Background: an optimization exercise with open tools, aiming at small area, a short achievable clock period and few clock cycles. Do not read the settings as production practice.
Where RTL was checked, it was by simulation tests only, not by an equivalence proof against the original.
No activity file was given, so power comes from the tool's default toggle rates.

==> flow/design.v (excerpt) <==
module JAM (
    input CLK,
    input RST,
    output [3:0] MatchCount,
    output [9:0] MinCost,
    output       Valid,
    output [2:0] W,
    output [2:0] J,
    input  [6:0] Cost
);
localparam ST_SCAN = 2'd0;
localparam ST_Z    = 2'd1;
localparam ST_FIN  = 2'd2;
localparam ST_DONE = 2'd3;
integer k;
reg [1:0] st;
reg [6:0] cnt;
reg [2:0] rc;           
reg [2:0] jr;           
reg [2:0] wr;           
reg [2:0] r;            
reg       first;        
reg       pend;         
reg       pe;           
reg [6:0] dsum;         
reg [6:0] delta;        
reg [8:0] kofs;         
reg [9:0] xh;           
reg [6:0] cost_r;
reg [7:0] dmin;
reg [2:0] j1p, j0p, p1;    
reg [2:0] wp;           
reg [2:0] wro, wpo;     
reg       m1;
reg       aact;
reg [2:0] ar;            
reg [2:0] ac;
reg [9:0] mincost;
reg       valid;
reg [6:0] xz;           
reg [2:0] lp;           
reg [6:0] dmore;        
reg [7:0] zr;
  ...
export LEC_CHECK = 0
export CAP_MARGIN = 20
export CORE_MARGIN = 2
export CORE_UTILIZATION = 40
export CTS_CLUSTER_DIAMETER = 80
export CTS_CLUSTER_SIZE = 20
export SETUP_SLACK_MARGIN = 3.9
export SLEW_MARGIN = 20
create_clock -name core_clock -period 7.0 [get_ports {CLK}]
run.sh (not shown) runs the stock make flow with config.mk's settings and CLKGATE_MAP_FILE= SYNTH_SCRIPT=/design/flow/synth_recipe.tcl, a recipe that flattens the netlist after the stock synthesis.
Testbench counts at the start, summed over its fixed seeds: cycles 4,380.
Edit:
--- a/flow/design.v
+++ b/flow/design.v
@@ -51,33 +51,33 @@
 reg [20:0] dch;
 reg [3:0] dcnt;
 reg [55:0] cNV;    
 reg [63:0] cM;     
 reg [23:0] cW;     
 reg [7:0]  cU;     
+reg [7:0]  cPd;    
 reg [23:0] cP;     
 reg [7:0]  cMt;    
 reg [55:0] rU;     
 reg [7:0]  rV;     
-reg [3:0]  win;    
+reg [7:0]  rPd;    
 assign MatchCount = dcnt;
 assign MinCost    = mincost;
 assign Valid      = valid;
 assign W          = wr;
 assign J          = jr;
 wire scan = (st == ST_SCAN);
 wire zp   = (st == ST_Z);
 wire hold1 = scan && (cnt == 7'd1) && aact && !adone;
 wire s_proc = scan && (cnt >= 7'd2 && cnt <= 7'd9);
 wire fclr = first && scan && (cnt >= 7'd1 && cnt <= 7'd8);   
 wire z_proc = zp && (cnt >= 7'd2 && cnt <= 7'd65);
 wire force0 = ph1 && !pend;
-wire dwin = (win != 4'd0) && !pend;
-wire [6:0] dsel = (dwin && cU[1]) ? delta : 7'd0;
+wire [6:0] dsel = (cPd[1] && !pend) ? delta : 7'd0;
 wire [6:0] nv_e = force0 ? 7'd0 : (cNV[13:7] + dsel);
-wire [6:0] u_e  = force0 ? 7'd0 : (rU[13:7]  + ((dwin && rV[1]) ? delta : 7'd0));
+wire [6:0] u_e  = force0 ? 7'd0 : (rU[13:7]  + ((rPd[1] && !pend) ? delta : 7'd0));
 wire [9:0] xa = force0 ? 10'd0 : {3'b000, cNV[13:7]};
 wire [9:0] xb = force0 ? 10'd0 : {3'b000, dsel};
 wire [9:0] xc = {kofs[8], kofs};
 wire [9:0] xh_e = (xa ^ xb ^ xc) + {((xa[8:0] & xb[8:0]) | (xa[8:0] & xc[8:0]) | (xb[8:0] & xc[8:0])), 1'b0};
 wire [9:0] cand = {3'b000, cost_r} + xh;
 wire usedh = cU[0];
@@ -159,12 +159,13 @@
     u_w = 7'd0;
     v_w = 1'b0;
     rV_w = 1'b0;
     for (k = 0; k < 8; k = k + 1)
         if (usel == k) begin
             u_w = rU[7*k +: 7];
+            v_w = rPd[k];
             rV_w = rV[k];
         end
 end
 wire [2:0] lpd = dgo ? (lp + 3'd1) : lp;
 wire [2:0] lpb = tpos;
 wire [2:0] tp_l = lvl - rc - 3'd1;
@@ -257,12 +258,19 @@
     if (aact) begin
         for (k = 0; k < 8; k = k + 1)
             if (awp == k) cP[3*k +: 3] <= arw;
     end
     rU <= {rU[6:0], rU[55:14], u_e};
     rV <= {rV_h, rV[7:2], (rV[1] & !fclr)};
+    if (pend) begin
+        cPd <= {cU_h, cU[7:1]};
+        rPd <= {rV_h, rV[7:1]};
+    end else begin
+        cPd <= {cPd[0], cPd[7:2], 1'b0};
+        rPd <= {rPd[0], rPd[7:2], 1'b0};
+    end
     if (scan && cnt == 7'd1)
         dmin <= 8'hFF;
     if (s_proc) begin
         dmin <= dmin_n;
         p1 <= p1_n;
         m1 <= m1_n;
@@ -303,13 +311,12 @@
         jr <= 3'd2;
         wr <= 3'd0;
         wp <= 3'd0;
         r <= 3'd0;
         first <= 1'b1;
         pend <= 1'b0;
-        win <= 4'd0;
         pe <= 1'b0;
         dsum <= 7'd0;
         kofs <= 9'd0;
         mincost <= 10'd0;
         valid <= 1'b0;
         aact <= 1'b0;
@@ -327,13 +334,12 @@
         rc <= rc + 3'd1;
         wp <= wp - 3'd1;
         jr <= jr + 3'd1;
         lp <= lp - 3'd1;
         pend <= 1'b0;
         cMt <= {cMt[0], cMt[7:1]};
-        win <= pend ? 4'd8 : (dwin ? win - 4'd1 : 4'd0);
         if (aact) begin
             for (k = 0; k < 8; k = k + 1)
                 if (awp == k) cMt[k] <= 1'b1;
             if (adone)
                 aact <= 1'b0;
         end
Outcome: Clock power barely changes. Power decreases by 5.6%. Utilization increases by 0.19 points. Wire length increases by 6.2%. Cell count increases by 7.8%. Via count increases by 5.6%. Design area increases by 1.6%. Area after synthesis increases by 2.1%. Die area increases by 2.0%. Count of clock-buffer cells in the layout is unchanged. Combinational power decreases by 12%. Sequential power hardly moves. Sequential cell count increases by 12. Synthesized cell count increases by 8.9%.
Testbench counts after the change, summed over its fixed seeds: cycles 4,380.


Setup of v6:
JAM, a different RTL version from the one above (not shown whole).
Size: about 2300 cells after synthesis, about 430 flip-flops, ~30 I/O pins.
Settings: LEC_CHECK=0, CAP_MARGIN=20, CORE_MARGIN=2, CORE_UTILIZATION=40, CTS_CLUSTER_DIAMETER=80, CTS_CLUSTER_SIZE=20, SETUP_SLACK_MARGIN=3.95, SLEW_MARGIN=20; clock period 7.0 ns.
Testbench counts of v6, summed over its fixed seeds: cycles 4,191.
Relative to v6, the following input files were edited for v7:
--- a/flow/design.v
+++ b/flow/design.v
@@ -91,44 +91,28 @@
     input [7:0] x;
     reg [10:0] p, q, y, sm, cy;
     begin
         p = {4'b0000, a};
         q = {b[9], b};
         y = ~{3'b000, x};
         sm = p ^ q ^ y;
         cy = {((p[9:0] & q[9:0]) | (p[9:0] & y[9:0]) | (q[9:0] & y[9:0])), 1'b1};
         sgn3 = (sm + cy) >> 10;
     end
 endfunction
-function le3;
-    input [6:0] a;
-    input [9:0] b;
-    input [7:0] x;
-    reg [10:0] p, q, y, sm, cy;
-    begin
-        p = {4'b0000, a};
-        q = {b[9], b};
-        y = ~{3'b000, x};
-        sm = p ^ q ^ y;
-        cy = {((p[9:0] & q[9:0]) | (p[9:0] & y[9:0]) | (q[9:0] & y[9:0])), 1'b0};
-        le3 = (sm + cy) >> 10;
-    end
-endfunction
 wire c1 = sgn3(cost_r, xh, mold);
 wire c2 = sgn3(cost_r, xh, din);
 wire c3 = (mold < din);
 wire better = elig && c1;
 wire [7:0] mnew = better ? cand[7:0] : mold;
-wire e2 = le3(cost_r, xh, din);
-wire e3 = (mold <= din);
-wire take = elig && (c2 || c3 || ((e2 || e3) && !cMt[0] && m1));
+wire take = elig && (c2 || c3);
 wire [7:0] dmin_n = take ? mnew : din;
 wire [2:0] p1_n = take ? cP[2:0] : p1;
 wire       m1_n = take ? cMt[0] : m1;
 wire [2:0] r1 = r + 3'd1;
 wire pcommit = !(s_proc && (cnt == 7'd9) && take);
 wire [2:0] rn = (r == 3'd7) ? (rc + 3'd3) : r1;
 wire [2:0] wnx_t = cMt[0] ? cP[2:0] : rn;
 wire [2:0] wnx_f = m1 ? p1 : rn;
 wire [2:0] wnx = take ? wnx_t : wnx_f;
 wire [2:0] wpx_t = wnx_t - rc - 3'd1;
 wire [2:0] wpx_f = wnx_f - rc - 3'd1;
Results
Share of the cycle needed by the critical path after routing: v7 lower than v6. Any difference in global routing usage on met2 between v6 and v7 is small enough to ignore. Min power density relative to cell area across v7 and v6: v6. Net load switching power: v7 vs v6 down 31 µW. Going from v6 to v7, share of cell area taken by flip-flops and latches now sits higher, design area decreased by about 1.7% relative to the old numbers, time the final worst path needs with I/O delays and setup has decreased, power decreased about 0.4%, critical path depth climbed 1. Share of cell area taken by multi-input logic gates: v6 vs v7, no meaningful difference. Re global-route usage: v7 is 0.46 points down on v6. Area taken by flip-flops and latches of v7 is on par with v6.
Testbench counts of v7, summed over its fixed seeds: cycles 4,380.


JAM with an RTL version that a note above also has.
For scale: ~440 flip-flops, roughly 0.023 mm^2 of cells after synthesis.
clock: 7.0 ns
lec_check: 0
cap_margin: 20
core_margin: 2
core_utilization: 40
cts_cluster_diameter: 80
cts_cluster_size: 20
setup_slack_margin: 4.0
slew_margin: 20
Testbench counts at the start, summed over its fixed seeds: cycles 4,380.
Next try:
--- a/flow/design.v
+++ b/flow/design.v
@@ -42,19 +42,18 @@
 reg [6:0] dmore;        
 reg [7:0] zr;
 reg [2:0] tpos;         
 reg       dst;          
 reg       pendc;        
 reg       ph1;          
 reg [2:0] lvl;
 reg [3:0] ds;
 reg [7:0] dused;
-reg [20:0] dch;
 reg [3:0] dcnt;
 reg [55:0] cNV;    
 reg [63:0] cM;     
 reg [23:0] cW;     
 reg [7:0]  cU;     
 reg [7:0]  cPd;    
 reg [23:0] cP;     
 reg [7:0]  cMt;    
 reg [55:0] rU;     
@@ -188,18 +187,26 @@
 end
 wire [7:0] dc = zrow & ~dused & gtm;
 reg  [2:0] dj;
 always @(*) begin
     dj = 3'd0;
     for (k = 7; k >= 0; k = k - 1)
         if (dc[k]) dj = k;
 end
 wire dgo = (st == ST_FIN) && dst;
+wire [20:0] dch = {dsum[5:0], delta, dmin};
+reg  [20:0] dch_n;
+always @(*) begin
+    dch_n = dch;
+    for (k = 0; k < 7; k = k + 1)
+        if (lvl == k) dch_n[3*k +: 3] = dj;
+end
+wire dchwe = dgo && ddesc;
 wire dhave = (dc != 8'd0);
 wire ddesc = dhave && (lvl != 3'd7);
 wire dtwo  = dhave && !one8(dc);
 reg  [6:0] dlt, dlt2;
 reg  [2:0] dtl, dtl2;
 reg        dany;
 reg  [2:0] dback;
 reg  [7:0] dkeep;
 always @(*) begin
@@ -288,23 +295,21 @@
     if (aact) begin
         ac <= aenc - 3'd1;
     end else begin
         ac <= j1p - 3'd1;    
         ar <= r;
     end
     xz <= (zn[5:3] == 3'd0) ? nv_e : nv_z;
     wro <= wr;
     wpo <= wp - 3'd1;
-    if (dgo) begin
-        if (ddesc) begin
-            for (k = 0; k < 7; k = k + 1)
-                if (lvl == k) dch[3*k +: 3] <= dj;
-        end
+    if (dchwe) begin
+        dmin <= dch_n[7:0];
+        delta <= dch_n[14:8];
     end
     zr <= (!dgo || ddesc) ? gd : gb;
     tpos <= (!dgo || ddesc) ? ((dtwo && dgo) ? tp_l : tp_1) : tp_2;
 end
 always @(posedge CLK or posedge RST) begin
     if (RST) begin
         st <= ST_SCAN;
         cnt <= 7'd0;
         rc <= 3'd0;
@@ -392,18 +397,20 @@
                     jr <= jr + 3'd2;
                 if (cnt == 7'd65)
                     st <= ST_FIN;
                 cnt <= cnt + 7'd1;
             end
             default: ;
         endcase
         if (st == ST_FIN)
             dst <= 1'b1;
+        if (dchwe)
+            dsum[5:0] <= dch_n[20:15];
         if (st == ST_FIN && allf) begin
             dcnt <= 4'd1;
             valid <= 1'b1;
             st <= ST_DONE;
         end else if (dgo) begin
             if (ddesc) begin
                 dused <= dused | (8'd1 << dj);
                 lvl <= lvl + 3'd1;
                 lp <= lp;
After rerunning: The changed run completed with no timing, DRC or antenna violations; total power went up by 8.6%; critical path depth does not change; die area went down by 2.2%; via count went down by 0.49%; cell area went down by 0.74%; worst hold slack barely changes.
Function not checked in the second run of this note: the RTL went through the layout flow alone.

-- afterwards: timing with drivers on the ports --
Ports are ideal in the flow. The routed layouts listed here were re-timed in OpenROAD. Step 1 (the two cells are an assumption about what drives the block):
set clk [get_ports {CLK}]
set_driving_cell -lib_cell sky130_fd_sc_hd__clkbuf_16 $clk
set_driving_cell -lib_cell sky130_fd_sc_hd__buf_2 [delete_from_list [all_inputs] $clk]
Step 2 moves the port delays by t, midway between the first and last clock arrival at a register: inputs arrive t later, outputs are due t later. That takes back most of the time a late clock gives input paths. Three values: ideal ports, drivers, drivers and shift; two values: the first two.
run | t (ns) | setup WS [ns] | worst data-port slew with drivers (ns)
the first run of note 1 | 0.661 | 3.922 / 3.922 / 3.656 | 0.03
the second run of note 1 | 0.659 | 3.911 / 3.890 / 3.557 | 0.07
v6 | 0.671 | 3.837 / 3.837 / 3.708 | 0.04
v7 | 0.659 | 3.994 / 3.943 / 3.994 | 0.03
the first run of note 3 | 0.652 | 3.946 / 3.946 / 3.895 | 0.04
the second run of note 3 | 0.658 | 3.918 / 3.918 / 3.918 | 0.04
After both steps every run listed still meets setup and hold. For the second run of note 1, which loses most, drivers alone change the setup slack by -0.021 ns; drivers and shift together by -0.354 ns. Setup slack includes reset recovery checks.
